Background: an optimization exercise with open tools, aiming at small area and a short achievable clock period. Do not read the settings as production practice.
At most, simulation tests tie the RTL to the original design; equivalence was not proved.
For runs 2 and 3, only the layout was checked, not whether the RTL still works.
Power is estimated from default activity; no workload was simulated.

### config.mk
export PLATFORM = sky130hd
export DESIGN_NAME = rv32i_sc
export DESIGN_NICKNAME = rv32i_sc
export VERILOG_FILES = /design/flow/design.v
export SDC_FILE = /design/flow/constraint.sdc
export NUM_CORES = 4
export LEC_CHECK = 0
export CAP_MARGIN = 20
export CORE_MARGIN = 2
export CORE_UTILIZATION = 30
export SLEW_MARGIN = 20
### run.sh
#!/bin/bash
# synth_recipe.tcl (not shown) runs the flow's synth.tcl, then flattens the netlist and writes it again
# the make line also repeats each setting of config.mk as NAME=value (left out here)
make -C /OpenROAD-flow-scripts/flow DESIGN_CONFIG=/design/flow/config.mk WORK_HOME=/design/flow/orfs CLKGATE_MAP_FILE= SYNTH_SCRIPT=/design/flow/synth_recipe.tcl finish
### constraint.sdc
create_clock -name core_clock -period 18.0 [get_ports {clk}]
set_input_delay 3.6000 -clock core_clock [delete_from_list [all_inputs] [get_ports {clk}]]
set_output_delay 3.6000 -clock core_clock [all_outputs]
set_load 0.01 [all_outputs]
### design.v
module rv32i_sc (
	input  logic        clk, rst_n,
	output logic [31:0] imem_addr,
	input  logic [31:0] imem_rdata,
	output logic [31:0] dmem_addr,
	output logic [31:0] dmem_wdata,
	output logic        dmem_we,
	input  logic [31:0] dmem_rdata,
	input  logic        SW_Src,
	input  logic [7:0]  io,
	output logic [31:0] out_read
);
logic [31:0] ins;
assign ins = imem_rdata;
logic [4:0] rs1, rs2, rd;
logic [2:0] f3;
assign rs1 = ins[19:15];
assign rs2 = ins[24:20];
assign rd  = ins[11:7];
assign f3  = ins[14:12];
logic b6, b5, b4, b3, b2;
assign {b6, b5, b4, b3, b2} = ins[6:2];
logic is_store, is_load, is_branch, is_jal, is_jalr, is_op;
assign is_store  = ~b6 &  b5 & ~b4;
assign is_load   = ~b6 & ~b5 & ~b4;
assign is_branch =  b6 & ~b2;
assign is_jal    =  b6 &  b2 &  b3;
assign is_jalr   =  b6 &  b2 & ~b3;
assign is_op     = ~b6 &  b5 &  b4 & ~b2;
logic reg_we;
assign reg_we = ~(is_store | is_branch);
logic [31:0] imm_i, imm_b, imm_j, imm_u, imm_agu, imm_pc;
assign imm_i   = {{20{ins[31]}}, ins[31:20]};
assign imm_b   = {{20{ins[31]}}, ins[7], ins[30:25], ins[11:8], 1'b0};
assign imm_j   = {{12{ins[31]}}, ins[19:12], ins[20], ins[30:21], 1'b0};
assign imm_u   = {ins[31:12], 12'h000};
assign imm_agu = {imm_i[31:5], (~b6 & b5) ? ins[11:7] : ins[24:20]};
assign imm_pc  = ~b6 ? imm_u : (b2 ? imm_j : imm_b);
logic [31:0] pc;
logic [31:0] regs [1:31];
logic [31:1] valid;
logic [31:0] wd;
logic [31:1] wsel, sel1, sel2;
always_ff @(posedge clk or negedge rst_n)
	if (~rst_n) valid <= '0;
	else        valid <= valid | wsel;
genvar gi;
generate
	for (gi = 1; gi < 32; gi++) begin : g_rf
		assign wsel[gi] = reg_we & (rd == gi);
		assign sel1[gi] = valid[gi] & (rs1 == gi);
		assign sel2[gi] = valid[gi] & (rs2 == gi);
		always_ff @(posedge clk)
			if (wsel[gi]) regs[gi] <= wd;
	end
endgenerate
logic [31:0] rd1, rd2;
always_comb begin
	rd1 = '0;
	rd2 = '0;
	for (int i = 1; i < 32; i++) begin
		rd1 = rd1 | ({32{sel1[i]}} & regs[i]);
		rd2 = rd2 | ({32{sel2[i]}} & regs[i]);
	end
end
logic [31:0] agu;
assign agu = rd1 + imm_agu;
assign dmem_addr  = SW_Src ? {24'h0, io} : agu;
assign dmem_we    = is_store;
assign dmem_wdata = f3[1] ? rd2 : (f3[0] ? {{16{rd2[15]}}, rd2[15:0]} : {{24{rd2[7]}}, rd2[7:0]});
logic [31:0] opb;
logic        sub;
assign opb = (b5 & ~b2) ? rd2 : imm_i;         
assign sub = b6 | (~f3[2] & (f3[1] | (b5 & ins[30])));
logic [32:0] diff;
assign diff = {1'b0, rd1} + {1'b0, opb ^ {32{sub}}} + {32'b0, sub};
logic ltu, lt, eq;
assign ltu = ~diff[32];
assign lt  = (rd1[31] ^ opb[31]) ? rd1[31] : diff[31];
assign eq  = (rd1 == opb);
logic [31:0] sh_in, sh_r, sh_out;
logic        fill;
logic [4:0]  shamt;
logic [31:0] t1, t2, t4, t8;
assign shamt = opb[4:0];
always_comb
	for (int i = 0; i < 32; i++) sh_in[i] = f3[2] ? rd1[i] : rd1[31 - i];
assign fill = ins[30] & f3[2] & sh_in[31];
assign t1   = shamt[0] ? {fill, sh_in[31:1]} : sh_in;
assign t2   = shamt[1] ? {{2{fill}}, t1[31:2]} : t1;
assign t4   = shamt[2] ? {{4{fill}}, t2[31:4]} : t2;
assign t8   = shamt[3] ? {{8{fill}}, t4[31:8]} : t4;
assign sh_r = shamt[4] ? {{16{fill}}, t8[31:16]} : t8;
always_comb
	for (int i = 0; i < 32; i++) sh_out[i] = f3[2] ? sh_r[i] : sh_r[31 - i];
logic [31:0] alu;
always_comb
	case (f3)
		3'b000: alu = diff[31:0];
		3'b001: alu = sh_out;
		3'b010: alu = {31'b0, lt};
		3'b011: alu = {31'b0, ltu};
		3'b100: alu = rd1 ^ opb;
		3'b101: alu = sh_out;
		3'b110: alu = rd1 | opb;
		default: alu = rd1 & opb;
	endcase
logic [31:0] pc4, pct;
assign pc4 = {pc[31:2] + 30'd1, pc[1:0]};
assign pct = pc + imm_pc;
logic taken;
assign taken = ((f3[2] ? (f3[1] ? ltu : lt) : eq) ^ f3[0]);
logic [31:0] pc_next;
always_comb
	if (is_jalr)                          pc_next = {agu[31:1], 1'b0};
	else if (is_jal | (is_branch & taken)) pc_next = pct;
	else                                   pc_next = pc4;
always_ff @(posedge clk or negedge rst_n)
	if (~rst_n) pc <= '0;
	else        pc <= pc_next;
assign imem_addr = pc;
logic [31:0] ld;
always_comb
	case (f3[1:0])
		2'b00:   ld = {{24{dmem_rdata[7] & ~f3[2]}}, dmem_rdata[7:0]};
		2'b01:   ld = {{16{dmem_rdata[15] & ~f3[2]}}, dmem_rdata[15:0]};
		default: ld = dmem_rdata;
	endcase
always_comb
	if (b6)            wd = pc4;
	else if (~b4)      wd = ld;
	else if (~b2)      wd = alu;
	else if (~b5)      wd = pct;
	else               wd = imm_u;
always_ff @(posedge clk or negedge rst_n)
	if (~rst_n)      out_read <= '0;
	else if (SW_Src) out_read <= dmem_rdata;
endmodule
==> impl_metrics.py, run 1 <==
metrics = {
    "hold_path": {
        "worstHoldStart": "valid[1]",
        "min_path_type": "reg -> reg",
    },
    "finish": {
        "stdcell_area_sq_um": 70500,
        "layout-drive-gt1-share_pct": 11.9,
        "areaGrowthSynthToFinish_pct": 16.1,
        "layout.cells.most_common_list": "edfxtp_1 (992), nand3_1 (883), a22oi_1 (289)",
        "fin_nets": 5948,
        "layout_commonest_cell": "edfxtp_1",
        "filler_cell_count": 19900,
    },
    "synth": {
        "synth_seq_cells": 1086,
        "synth_warnings": 2,
        "synth.distinct_cells": 114,
        "ys.flop_type": "edfxtp_1",
        "postSynth.asyncResetShare_pct": 8.66,
        "post_synth_inst_count": 5597,
        "seq_area_frac_synth_pct": 52.9,
        "synth.avg_cell_area_sq_um": 10.9,
        "syn-cell-area_sq_um": 60700,
        "synth_edf_count": 992,
    },
    "clocking": {
        "cts_buffer_depth": 3,
        "cts.root.buffer_cell": "clkbuf_16",
        "cts.hold.buffers_added": 0,
        "post_cts_buffers": 0,
        "clk_pin_slew_worst_paths_ns": 0.06,
        "clk_latency_ns": 0.81,
        "ctsHtreeMaxLevel": 3,
        "cts_made_buffers": 113,
        "post_cts_repair_resize_count": 0,
        "clock_sink_count": 1086,
        "cts_tree": "done",
    },
    "timing": {
        "setup-violations-final": 0,
        "holdWs_ns": 0.490,
        "final.setup_skew_ns": 0.107,
        "timing_hold_violations_final": 0,
        "timing.max_slew.rel_slack_pct": 15.0,
        "rsz_0062_raised_after_global_routing": "no",
        "timing.final.crit_share_pct": 87.0,
        "max_slew.worst_pin.slew_ns": 1.26,
        "finalWorstPathRequiredPeriod_ns": 15.65,
        "final-max-slew-violation-count": 0,
        "max_freq_ghz": 0.0639,
        "final.setup.tns_ns": 0,
    },
    "route": {
        "dr.pass1.iters": 28,
        "routed_wl_microns": 346000,
        "drc": 0,
        "vias_per_cell": 7.16,
        "drt_first_iter_violations": 14000,
        "via_count": 61000,
        "route.antenna.remaining_nets": 0,
        "routed_wl_per_cell_microns": 40.6,
    },
    "pwr": {
        "power_density_nw_per_um2": 116,
        "power.leakage_nw": 24.6,
        "peakVddDrop_mv": 0.110,
    },
    "worst_setup_path": {
        "arrival_worst_endpoint_ns": 12.05,
        "worstSetupPathType": "in -> out",
        "critPathMaxFanout": 31,
        "cp_launch_point": "imem_rdata[15]",
        "r2r_start": "valid[27]",
        "r2r_setup_slack_ns": 9.20,
        "cp-start-kind": "input port",
        "setup.worst_path.end_class": "primary output",
        "critical_path_required_time_ns": 14.40,
    },
    "floorplanning": {
        "io_pins": 204,
        "die_height_microns": 454,
        "core_area_sq_um": 202000,
        "dieArea_sq_um": 206000,
        "floorplan.initialDensity_pct": 30.1,
        "die_width_microns": 454,
        "row_count": 165,
    },
    "outcome": {
        "outcome": "no timing/DRC/antenna violations",
    },
    "global_routing": {
        "globalRouteOverflowTotal": 0,
        "grt_use_total_pct": 32.0,
        "grt_max_degree": 114,
        "vias_in_the_first_global_route": 55000,
        "grt_pass1_wl_microns": 459000,
        "grt_antenna_before_repair": 25,
    },
    "placement": {
        "gp_congestion": 1.04,
        "dpl-instance-area_sq_um": 66500,
        "numPortBuffers": 200,
        "hpwl_dp_microns": 203000,
    },
    "run": {
        "max_cap_viols": 0,
    },
}
-- area by class of cell --
class / count / area (sq um) / share of cell area, %
clock inverters: 77 / 922 / 1.31
diodes: 30 / 75.1 / 0.106
flip-flops and latches: 1086 / 32100 / 45.6
well taps: 2672 / 3340 / 4.74
inverters: 111 / 419 / 0.594
repair buffers: 436 / 3760 / 5.34
multi-input cells: 3965 / 26900 / 38.1
clock buffers: 137 / 2990 / 4.24
-- cell usage after synthesis, types with 46 or more instances --
cell type  count  area share [%]
a211oi_1      47            0.58
a21o_1        66            0.82
a21oi_1      184             1.5
a221oi_1      75             1.1
a222oi_1      49            0.81
a22o_1       101             1.5
a22oi_1      289             3.6
and3_1       109             1.1
buf_1         66            0.41
buf_2         99            0.82
clkbuf_1     241             1.5
dfrtp_1       94             3.9
edfxtp_1     992              49
ha_1         157             3.2
inv_1        102            0.63
mux2i_1      133             2.2
nand2_1      281             1.7
nand3_1      883             7.3
nand4_1      250             2.6
nor2_1       261             1.6
nor3_1        64            0.53
nor4_1        97             1.0
o21a_1        54            0.67
o21ai_0      137             1.1
xnor2_1       92             1.3
xor2_1        46            0.66
-- worst paths after layout --
| kind | cells after the start | to |
|---|---|---|
| worst max-delay path | 22 | dmem_addr[30] |
| worst min register to register | 1 | valid[1] |
| worst max register to register | 24 | pc[18] |
| worst min-delay path | 1 | valid[1] |
| min in group asynchronous | 1 | out_read[0] |
| max in group asynchronous | 2 | valid[24] |
-- power by group --
part | internal [mW] | leakage (nW) | switching (mW) | total (mW)
clock | 1.41 | 1.88 | 1.10 | 2.51
combinational | 0.761 | 12.7 | 1.75 | 2.52
sequential | 3.04 | 10.1 | 0.139 | 3.18
-- worst max-delay path, cell delays in order --
cell and delay (ns):
buf_2 0.44, buf_4 0.51, and3b_2 0.48, buf_4 0.47
nand3_1 0.20, nand4_1 0.12, nor4_1 0.70, nand3_1 0.76
ha_1 0.58, o21ai_0 0.14, a21oi_1 0.36, o21bai_1 0.16
a311oi_1 0.55, a211oi_1 0.23, nor4b_1 0.41, a211oi_1 0.16
a2111oi_0 0.73, nor2_1 0.12, a21oi_1 0.20, xor2_1 0.33
nor2b_1 0.19, clkdlybuf4s50_1 0.56
-- routing by layer --
layer	vias to the layer above	global-route usage (%)	wire [microns]
li1	22400	-	-
met1	28900	37.0	111000
met2	7284	44.5	134000
met3	2406	16.7	63500
met4	22	24.5	37000
met5	-	0.140	256
-- metrics by stage --
| stage | total power [mW] | setup slack [ns] | std cells | utilization [%] |
|---|---|---|---|---|
| floorplan | 4.43 | 6.42 | 5597 | - |
| global placement | 5.56 | 2.38 | 8269 | 33.0 |
| detailed placement | 5.57 | 2.96 | 8270 | 33.0 |
| CTS | 8.02 | 2.92 | 8484 | 34.9 |
| global route | 8.32 | 2.40 | 8486 | 34.9 |
| finish | 8.21 | 2.35 | 8514 | 35.0 |
-- logic make-up (layout without fill, tap and decap cells) --
kind of cell	Yosys count	after routing	synth area share (%)
and+or+nand+nor	2220	2220	19.2
AOI/OAI and AO/OA	1261	1261	15.3
DFF	1086	1086	52.9
buffers and inverters	546	761	3.88
muxes	185	185	3.30
adders and majority gates	160	160	3.33
xor gates and xnor gates	138	138	1.99
other	1	31	0.00617
-- sequential cells by signal, indices dropped and copies added (netlist names) --
register and flops:
out_read 32, pc 31, regs 992, valid 31
==> inputs of run 2 (changes only) <==
--- a/design.v
+++ b/design.v
@@ -37,7 +37,7 @@
 assign imm_agu = {imm_i[31:5], (~b6 & b5) ? ins[11:7] : ins[24:20]};
 assign imm_pc  = ~b6 ? imm_u : (b2 ? imm_j : imm_b);
 logic [31:0] pc;
-logic [31:0] regs [1:31];
+logic [31:1][31:0] regs;
 logic [31:1] valid;
 logic [31:0] wd;
 logic [31:1] wsel, sel1, sel2;
@@ -55,14 +55,8 @@
 	end
 endgenerate
 logic [31:0] rd1, rd2;
-always_comb begin
-	rd1 = '0;
-	rd2 = '0;
-	for (int i = 1; i < 32; i++) begin
-		rd1 = rd1 | ({32{sel1[i]}} & regs[i]);
-		rd2 = rd2 | ({32{sel2[i]}} & regs[i]);
-	end
-end
+rf_read rp1 (.sel(sel1), .regs(regs), .q(rd1));
+rf_read rp2 (.sel(sel2), .regs(regs), .q(rd2));
 logic [31:0] agu;
 assign agu = rd1 + imm_agu;
 assign dmem_addr  = SW_Src ? {24'h0, io} : agu;
@@ -136,3 +130,44 @@
 	if (~rst_n)      out_read <= '0;
 	else if (SW_Src) out_read <= dmem_rdata;
 endmodule
+module rf_read (
+	input  logic [31:1]       sel,
+	input  logic [31:1][31:0] regs,
+	output logic [31:0]       q
+);
+logic [32:0] s;
+assign s = {1'b0, sel, 1'b0};
+genvar b, k;
+generate
+	for (b = 0; b < 32; b++) begin : g_bit
+		logic [32:0] d;
+		logic [10:0] n;
+		logic [2:0]  m;
+		assign d[0]  = 1'b0;
+		assign d[32] = 1'b0;
+		for (k = 1; k < 32; k++) begin : g_d
+			assign d[k] = regs[k][b];
+		end
+		for (k = 0; k < 11; k++) begin : g_aoi
+			rf_aoi222 u (.a(s[3*k]), .b(d[3*k]), .c(s[3*k+1]), .d(d[3*k+1]),
+			             .e(s[3*k+2]), .f(d[3*k+2]), .y(n[k]));
+		end
+		rf_nand4 u0 (.a(n[0]), .b(n[1]), .c(n[2]),  .d(n[3]), .y(m[0]));
+		rf_nand4 u1 (.a(n[4]), .b(n[5]), .c(n[6]),  .d(n[7]), .y(m[1]));
+		rf_nand4 u2 (.a(n[8]), .b(n[9]), .c(n[10]), .d(1'b1), .y(m[2]));
+		assign q[b] = |m;
+	end
+endgenerate
+endmodule
+module rf_aoi222 (
+	input  logic a, b, c, d, e, f,
+	output logic y
+);
+assign y = ~((a & b) | (c & d) | (e & f));
+endmodule
+module rf_nand4 (
+	input  logic a, b, c, d,
+	output logic y
+);
+assign y = ~(a & b & c & d);
+endmodule
--- a/config.mk
+++ b/config.mk
@@ -7,5 +7,7 @@
 export LEC_CHECK = 0
 export CAP_MARGIN = 20
 export CORE_MARGIN = 2
-export CORE_UTILIZATION = 30
+export CORE_UTILIZATION = 55
+export SETUP_SLACK_MARGIN = 5
 export SLEW_MARGIN = 20
+export SYNTH_HIERARCHICAL = 1
==> impl_metrics.py, run 2 <==
metrics = {
    "finish": {
        "final_core_util_pct": 65.4,
        "filler_cell_count": 7488,
        "layout-drive-gt1-share_pct": 11.7,
        "top_register": "regs",
        "areaGrowthSynthToFinish_pct": 17.8,
        "layout_top_registers": "regs x992, out_read x32",
        "fin_nets": 5170,
        "layout_commonest_cell": "edfxtp_1",
        "stdcell_area_sq_um": 65400,
        "final-seq-area_sq_um": 32100,
        "flip_flop_count_of_the_largest_register_all_copies_and_words_added": 992,
        "area_of_combinational_cells_with_multiple_inputs_sq_um": 24100,
        "layout.cells.most_common_list": "edfxtp_1 (992), a222oi_1 (705), conb_1 (321)",
    },
    "worst_setup_path": {
        "timing.rr.end": "regs[736]",
        "critPathMaxFanout": 32,
        "arrival_worst_endpoint_ns": 9.65,
        "worstSetupPathType": "in -> out",
        "r2r_setup_slack_ns": 9.92,
        "cp-start-kind": "input port",
        "ff2ff_path_depth": 18,
        "setup.worst_path.end_class": "primary output",
        "r2r_start": "valid[2]",
        "critical_path_required_time_ns": 14.40,
    },
    "synth": {
        "synth_top_cell_area_share_pct": 53.7,
        "synth.avg_cell_area_sq_um": 13.0,
        "synthMostInstantiatedCell": "edfxtp_1",
        "synth_edf_count": 992,
        "synth_warnings": 7,
        "ys.flop_type": "edfxtp_1",
        "syn-cell-area_sq_um": 55500,
        "post_synth_inst_count": 4261,
        "post_synth_main_area_contributors": "edfxtp_1 (54%), a222oi_1 (13%), dfrtp_1 (4.2%)",
        "seq_area_frac_synth_pct": 57.9,
        "synth_area_leader_cell": "edfxtp_1",
        "synth_commonest_cells": "edfxtp_1 (992), a222oi_1 (705), a21oi_1 (233)",
        "synth_seq_cells": 1086,
        "postSynth.asyncResetShare_pct": 8.66,
        "synth.distinct_cells": 98,
    },
    "timing": {
        "setup-violations-final": 0,
        "final.setup.tns_ns": 0,
        "max_slew.worst_pin.slew_ns": 1.24,
        "rsz_0062_raised_after_global_routing": "yes",
        "finalWorstPathRequiredPeriod_ns": 13.25,
        "final.setup_skew_ns": 0.0635,
        "timing_hold_violations_final": 0,
        "max_freq_ghz": 0.0755,
        "timing.max_slew.rel_slack_pct": 17.3,
        "timing.final.crit_share_pct": 73.6,
        "final-max-slew-violation-count": 0,
    },
    "route": {
        "routed_wl_per_cell_microns": 40.5,
        "dr.pass1.iters": 13,
        "via_count": 49700,
        "routed_wl_microns": 256000,
        "drt_first_iter_violations": 12600,
        "vias_per_cell": 7.84,
        "drc": 0,
        "route.antenna.remaining_nets": 0,
    },
    "clocking": {
        "cts.root.buffer_cell": "clkbuf_16",
        "cts_made_buffers": 107,
        "cts.hold.buffers_added": 0,
        "clk_pin_slew_worst_paths_ns": 0.06,
        "clock_sink_count": 1086,
        "cts_tree": "done",
        "ctsHtreeMaxLevel": 3,
        "cts_buffer_depth": 3,
        "clk_latency_ns": 0.74,
    },
    "pwr": {
        "p_switching_mw": 2.56,
        "power_density_nw_per_um2": 116,
        "peakVddDrop_mv": 0.0938,
        "comb_power_share_pct": 28.1,
        "netSwitchingFraction_pct": 33.8,
        "seqPwrFrac_pct": 41.7,
        "cellInternalPower_mw": 5.01,
        "power.leakage_nw": 22.9,
        "clockPowerShare_pct": 30.2,
    },
    "floorplanning": {
        "dieArea_sq_um": 103000,
        "floorplan.initialDensity_pct": 55.5,
        "die_width_microns": 322,
        "core_area_sq_um": 100000,
        "die_height_microns": 322,
        "row_count": 116,
        "io_pins": 204,
    },
    "global_routing": {
        "grt_use_total_pct": 47.9,
        "grt_max_degree": 70,
        "grt_pass1_wl_microns": 343000,
        "globalRouteOverflowTotal": 0,
        "vias_in_the_first_global_route": 44100,
        "grt_antenna_before_repair": 33,
    },
    "hold_path": {
        "worstHoldStart": "valid[26]",
        "timing.hold.worst_endpoint": "valid[26]",
        "hold-path-cell-count": 1,
        "min_path_type": "reg -> reg",
    },
    "placement": {
        "gp_congestion": 1.11,
        "hpwl_dp_microns": 164000,
        "numPortBuffers": 200,
        "dpl-instance-area_sq_um": 61400,
    },
    "outcome": {
        "outcome": "no timing/DRC/antenna violations",
    },
    "run": {
        "max_cap_viols": 0,
    },
}
[run 2: changes by cell type after synthesis, moves of 52 or more]
cell	before	now
a221oi_1	75	9
a222oi_1	49	705
a22o_1	101	3
a22oi_1	289	11
buf_2	99	19
clkbuf_1	241	97
nand2_1	281	202
nand3_1	883	40
nor2_1	261	193
nor4_1	97	12
or3_1	18	70
[run 2: repair_timing]
| action | in CTS | in global routing |
|---|---|---|
| buffers inserted | 7 | 3 |
| gates resized for setup | 58 | 29 |
| endpoints found under the setup margin | 27 | 28 |
| gates cloned | 0 | 2 |
| pin swaps | 11 | 20 |
[run 2: cell families (layout without fill, tap and decap cells)]
| logic type | Yosys count | after routing | share of synthesized area (%) |
|---|---|---|---|
| xor gates and xnor gates | 139 | 139 | 2.19 |
| muxes | 163 | 163 | 3.44 |
| DFF | 1086 | 1086 | 57.9 |
| other | 5 | 341 | 0.0338 |
| AOI/OAI and AO/OA | 1451 | 1451 | 21.4 |
| and+or+nand+nor | 1003 | 1005 | 9.41 |
| adders and majority gates | 162 | 162 | 3.69 |
| buffers and inverters | 252 | 691 | 1.86 |
[run 2: power groups by stage]
stage               clock [mW]  combinational (mW)  sequential (mW)
global placement             0                1.97             3.19
CTS                       2.28                2.00             3.14
floorplan                    0                1.03             3.19
detailed placement           0                1.98             3.20
global route              2.38                2.17             3.16
finish                    2.29                2.13             3.15
[run 2: worst max path at each step]
| stage | start | endpoint | slack (ns) | cells past startpoint |
|---|---|---|---|---|
| floorplan | imem_rdata[19] | dmem_addr[31] | 6.71 | 17 |
| global placement | imem_rdata[16] | dmem_addr[27] | 3.64 | 20 |
| detailed placement | imem_rdata[16] | dmem_addr[27] | 3.63 | 20 |
| CTS | imem_rdata[17] | dmem_addr[27] | 5.00 | 21 |
| global route | imem_rdata[18] | dmem_addr[19] | 4.82 | 20 |
| finish | imem_rdata[19] | dmem_addr[20] | 4.75 | 20 |
[run 2: final cells by class]
cell class	instances	share of cell area, %
Clock inverter	59	1.03
Timing Repair Buffer	386	5.25
Inverter	111	0.641
Tap cell	1298	2.48
Multi-Input combinational cell	3241	36.9
Antenna cell	20	0.0766
Sequential cell	1086	49.2
Clock buffer	135	4.41
[run 2: worst max-delay path, cell delays in order]
cell	delay, ns
buf_4	0.20
nor2b_1	0.20
and2_1	0.21
and3_1	0.18
buf_4	0.31
a222oi_1	0.46
nand4_1	0.56
or3_1	0.55
buf_4	0.21
fa_1	0.47
a21o_1	0.20
a211oi_1	0.32
o211ai_1	0.17
a31oi_1	0.29
o21ai_0	0.22
o41ai_2	0.33
o21a_1	0.22
xor2_2	0.32
nor2_1	0.07
clkdlybuf4s50_1	0.52
[run 2: per-module statistics from Yosys, one instance, submodules excluded]
module	flops+latches	cell area, sq um	copies in the design	cells
rv32i_sc	1086	46800	1	3297
rf_read	0	208	2	34
rf_aoi222	0	10.0	704	1
rf_nand4	0	6.26	192	1
[run 2: layer usage]
layer | GRT usage (%) | routed length [microns] | part of all wire [%] | vias to the layer above
met1 | 61.3 | 85000 | 33 | 24000
met4 | 33.1 | 23200 | 9.0 | 16
met5 | 0.284 | 95 | 0.037 | -
met2 | 66.5 | 102000 | 40 | 4931
met3 | 18.8 | 45600 | 18 | 933
li1 | - | - | - | 19800
[run 2: per-stage QoR]
stage	worst slack (ns)	instances	total power, mW	hold WS, ns
finish	4.75	6336	7.57	0.481
global route	4.82	6317	7.71	0.495
CTS	5.00	6310	7.42	0.476
detailed placement	3.63	6109	5.18	0.461
global placement	3.64	6109	5.17	0.458
floorplan	6.71	4577	4.22	0.446
==> inputs of run 3 (changes only) <==
==> flow/run.sh (new file) <==
#!/bin/bash
# Standard ORFS layout with a tighter setup target for timing repair.
# Every tool's output goes to standard.log here; ORFS keeps its per-step logs under orfs/logs.
set -euo pipefail
bash standard.sh SETUP_SLACK_MARGIN=${MARGIN:-7} finish > standard.log 2>&1
==> standard.sh (new file) <==
#!/bin/bash
# synth_recipe.tcl (not shown) runs the flow's synth.tcl, then flattens the netlist and writes it again
# the make line also repeats each setting of config.mk as NAME=value (left out here)
make -C /OpenROAD-flow-scripts/flow DESIGN_CONFIG=/design/flow/config.mk WORK_HOME=/design/flow/orfs CLKGATE_MAP_FILE= SYNTH_SCRIPT=/design/flow/synth_recipe.tcl "${@:-finish}"
--- a/config.mk
+++ b/config.mk
@@ -8,6 +8,5 @@
 export CAP_MARGIN = 20
 export CORE_MARGIN = 2
 export CORE_UTILIZATION = 55
-export SETUP_SLACK_MARGIN = 5
 export SLEW_MARGIN = 20
 export SYNTH_HIERARCHICAL = 1
removed: run.sh
==> impl_metrics.py, run 3 <==
metrics = {
    "hold_path": {
        "worstHoldStart": "valid[24]",
        "timing.hold.worst_endpoint": "valid[24]",
        "hold-path-cell-count": 1,
        "min_path_type": "reg -> reg",
    },
    "synth": {
        "synth_edf_count": 992,
        "synth_warnings": 7,
        "synth.distinct_cells": 98,
        "post_synth_main_area_contributors": "edfxtp_1 (54%), a222oi_1 (13%), dfrtp_1 (4.2%)",
        "syn-cell-area_sq_um": 55500,
        "postSynth.asyncResetShare_pct": 8.66,
        "synth_commonest_cells": "edfxtp_1 (992), a222oi_1 (705), a21oi_1 (233)",
        "post_synth_inst_count": 4261,
        "seq_area_frac_synth_pct": 57.9,
        "ys.flop_type": "edfxtp_1",
        "synth.avg_cell_area_sq_um": 13.0,
        "synth_top_cell_area_share_pct": 53.7,
        "synth_area_leader_cell": "edfxtp_1",
        "synthMostInstantiatedCell": "edfxtp_1",
        "synth_seq_cells": 1086,
    },
    "floorplanning": {
        "die_width_microns": 322,
        "die_height_microns": 322,
        "row_count": 116,
        "dieArea_sq_um": 103000,
        "io_pins": 204,
        "floorplan.initialDensity_pct": 55.5,
        "core_area_sq_um": 100000,
    },
    "global_routing": {
        "grt_use_total_pct": 50.3,
        "globalRouteOverflowTotal": 0,
        "grt_pass1_wl_microns": 362000,
        "grt_max_degree": 70,
        "vias_in_the_first_global_route": 47300,
        "grt_antenna_before_repair": 38,
    },
    "finish": {
        "layout.cells.most_common_list": "edfxtp_1 (992), a222oi_1 (705), conb_1 (321)",
        "top_register": "regs",
        "layout-drive-gt1-share_pct": 19.1,
        "flip_flop_count_of_the_largest_register_all_copies_and_words_added": 992,
        "fin_nets": 5410,
        "layout_top_registers": "regs x992, out_read x32",
        "layout_commonest_cell": "edfxtp_1",
        "stdcell_count": 6591,
        "filler_cell_count": 7160,
        "final_core_util_pct": 69.3,
        "areaGrowthSynthToFinish_pct": 25.0,
    },
    "route": {
        "dr.pass1.iters": 14,
        "drt_first_iter_violations": 14200,
        "routed_wl_microns": 271000,
        "routed_wl_per_cell_microns": 41.0,
        "vias_per_cell": 7.92,
        "via_count": 52200,
        "route.antenna.remaining_nets": 0,
        "drc": 0,
    },
    "worst_setup_path": {
        "ff2ff_path_depth": 20,
        "arrival_worst_endpoint_ns": 8.82,
        "critPathSlowestCell": "or3_4",
        "timing.rr.end": "regs[56]",
        "r2r_setup_slack_ns": 10.30,
        "setup.worst_path.end_class": "primary output",
        "r2r_start": "valid[9]",
        "cp_common_cell": "buf_4",
        "crit_chain": "buf_12 -> nor2b_4 -> buf_8 -> buf_4 -> and3_4 -> a222oi_1 -> nand4_1 -> or3_4 -> ha_4 -> fa_2 -> a21o_1 -> a211oi_2 -> o211ai_1 -> a31oi_2 -> o21ai_2 -> o41ai_2 -> buf_4 -> o21a_4 -> xor2_4 -> nor2_1 -> buf_2",
        "critical_path_required_time_ns": 14.40,
        "worstSetupPathType": "in -> out",
        "critPathMaxFanout": 16,
        "cp_slowest_stage_delay_ns": 0.67,
        "cp-start-kind": "input port",
    },
    "clocking": {
        "ctsHtreeMaxLevel": 3,
        "clock_sink_count": 1086,
        "cts_buffer_depth": 3,
        "cts.root.buffer_cell": "clkbuf_16",
        "clk_latency_ns": 0.73,
        "clk_pin_slew_worst_paths_ns": 0.06,
        "cts_tree": "done",
        "cts.hold.buffers_added": 0,
        "cts_made_buffers": 109,
    },
    "timing": {
        "final.setup.tns_ns": 0,
        "final-max-slew-violation-count": 0,
        "setup-violations-final": 0,
        "rsz_0062_raised_after_global_routing": "yes",
        "timing_hold_violations_final": 0,
        "final.setup_skew_ns": 0.0338,
        "timing.final.crit_share_pct": 69.0,
        "finalWorstPathRequiredPeriod_ns": 12.42,
        "post-route-worst-setup-slack_ns": 5.58,
        "max_freq_ghz": 0.0805,
        "max_slew.worst_pin.slew_ns": 1.25,
        "timing.max_slew.rel_slack_pct": 16.8,
    },
    "pwr": {
        "power_density_nw_per_um2": 112,
        "clockPowerShare_pct": 29.8,
        "peakVddDrop_mv": 0.105,
        "comb_power_share_pct": 29.2,
        "cellInternalPower_mw": 5.12,
        "netSwitchingFraction_pct": 34.0,
        "p_switching_mw": 2.64,
        "seqPwrFrac_pct": 41.0,
        "power.leakage_nw": 24.5,
    },
    "outcome": {
        "outcome": "no timing/DRC/antenna violations",
    },
    "run": {
        "max_cap_viols": 0,
    },
    "placement": {
        "gp_congestion": 1.11,
        "placement.setup.worst_slack_ns": 3.44,
        "numPortBuffers": 200,
        "place_inst": 6103,
        "hpwl_dp_microns": 163000,
    },
}
## run 3: cell counts after synthesis
No cell type changed its count.
## run 3: how the worst max path moves through the flow
| stage | slack [ns] | to | cells after the start | start |
|---|---|---|---|---|
| after floorplan | 7.00 | dmem_addr[20] | 17 | imem_rdata[19] |
| after global placement | 3.45 | dmem_addr[13] | 21 | imem_rdata[16] |
| after detailed placement | 3.44 | dmem_addr[27] | 21 | imem_rdata[16] |
| after CTS | 6.10 | dmem_addr[20] | 22 | imem_rdata[17] |
| after global routing | 5.66 | dmem_addr[27] | 22 | imem_rdata[17] |
| final | 5.58 | dmem_addr[20] | 21 | imem_rdata[17] |
## run 3: metal layers
layer	GRT usage, %	vias up	routed length [microns]
met1	63.0	25000	87800
li1	-	20300	-
met2	68.8	5522	107000
met5	0.189	-	219
met3	20.4	1335	48300
met4	39.9	24	27200
## run 3: cell families after synthesis
group / after synthesis / synth area share (%)
adders and majority gates: 162 / 3.69
and+or+nand+nor: 1003 / 9.41
DFF: 1086 / 57.9
AOI/OAI and AO/OA: 1451 / 21.4
muxes: 163 / 3.44
xor gates and xnor gates: 139 / 2.19
other: 5 / 0.0338
buffers and inverters: 252 / 1.86
## run 3: Yosys stat by module, one instance, submodules excluded
module	copies in the design	area (sq um)
rv32i_sc	1	46800
rf_read	2	208
rf_aoi222	704	10.0
rf_nand4	192	6.26
## run 3: what timing repair did
item,CTS,global route
setup buffers,160,65
hold endpoints to repair,0,0
resized for setup,488,102
setup endpoints to repair,276,271
pin swaps,175,97
cloned,25,6
## run 3: critical path, delay by kind of cell
kind	cells	cell delay (ns)
AND/OR/NAND/NOR	5	1.72
buffers and inverters	5	0.78
XOR/XNOR	1	0.21
adder cells (fa/ha/maj)	2	0.54
AO/OA/AOI/OAI	8	1.93
## run 3: final cells by class
| type | instances | area [sq um] | share of cell area [%] |
|---|---|---|---|
| Antenna cell | 29 | 72.6 | 0.105 |
| Inverter | 111 | 437 | 0.630 |
| Tap cell | 1298 | 1620 | 2.34 |
| Timing Repair Buffer | 606 | 5970 | 8.61 |
| Multi-Input combinational cell | 3259 | 25500 | 36.8 |
| Sequential cell | 1086 | 32100 | 46.4 |
| Clock inverter | 58 | 684 | 0.987 |
| Clock buffer | 144 | 2900 | 4.18 |
## run 3: per-stage QoR
| step | area [sq um] | power, mW | hold slack (ns) |
|---|---|---|---|
| 2_1_floorplan | 56800 | 4.22 | 0.445 |
| 3_5_place_dp | 61500 | 5.14 | 0.462 |
| 4_1_cts | 68200 | 7.53 | 0.484 |
| 5_1_grt | 69300 | 7.88 | 0.505 |
| 6_report | 69300 | 7.75 | 0.488 |
| 3_3_place_gp | 61500 | 5.12 | 0.459 |
## run 3: power by group through the flow
stage | logic (mW) | clock network, mW | registers [mW]
2_1_floorplan | 1.04 | 0 | 3.19
3_3_place_gp | 1.92 | 0 | 3.20
3_5_place_dp | 1.94 | 0 | 3.20
4_1_cts | 2.07 | 2.30 | 3.16
5_1_grt | 2.30 | 2.40 | 3.18
6_report | 2.27 | 2.31 | 3.18

## re-timing with driven ports
The results above use ideal ports. As a check the final layouts listed here were re-extracted and re-timed, cells and wires unchanged.
Step 1 assumes that a clkbuf_16 drives the clock port and a buf_2 every other input.
Step 2, shift: input delay + t, output delay - t, t = (earliest + latest rising clock arrival at the registers) / 2. This alone moves slack from input paths to output paths.
Three values: ideal, step 1, step 2; two values: the first two.
run	shift t [ns]	setup slack, ns	clock arrival spread, ns	pins driven straight from the clock port
run 1	0.839	2.349 / 2.327 / 2.327	0.107 / 0.107	1
run 2	0.789	4.751 / 4.724 / 4.724	0.066 / 0.066	1
run 3	0.787	5.581 / 5.528 / 5.528	0.034 / 0.034	1
After both steps every run listed still meets setup and hold. The setup slack of run 3, which loses most, moves by -0.053 ns with the drivers and by -0.053 ns with both steps.
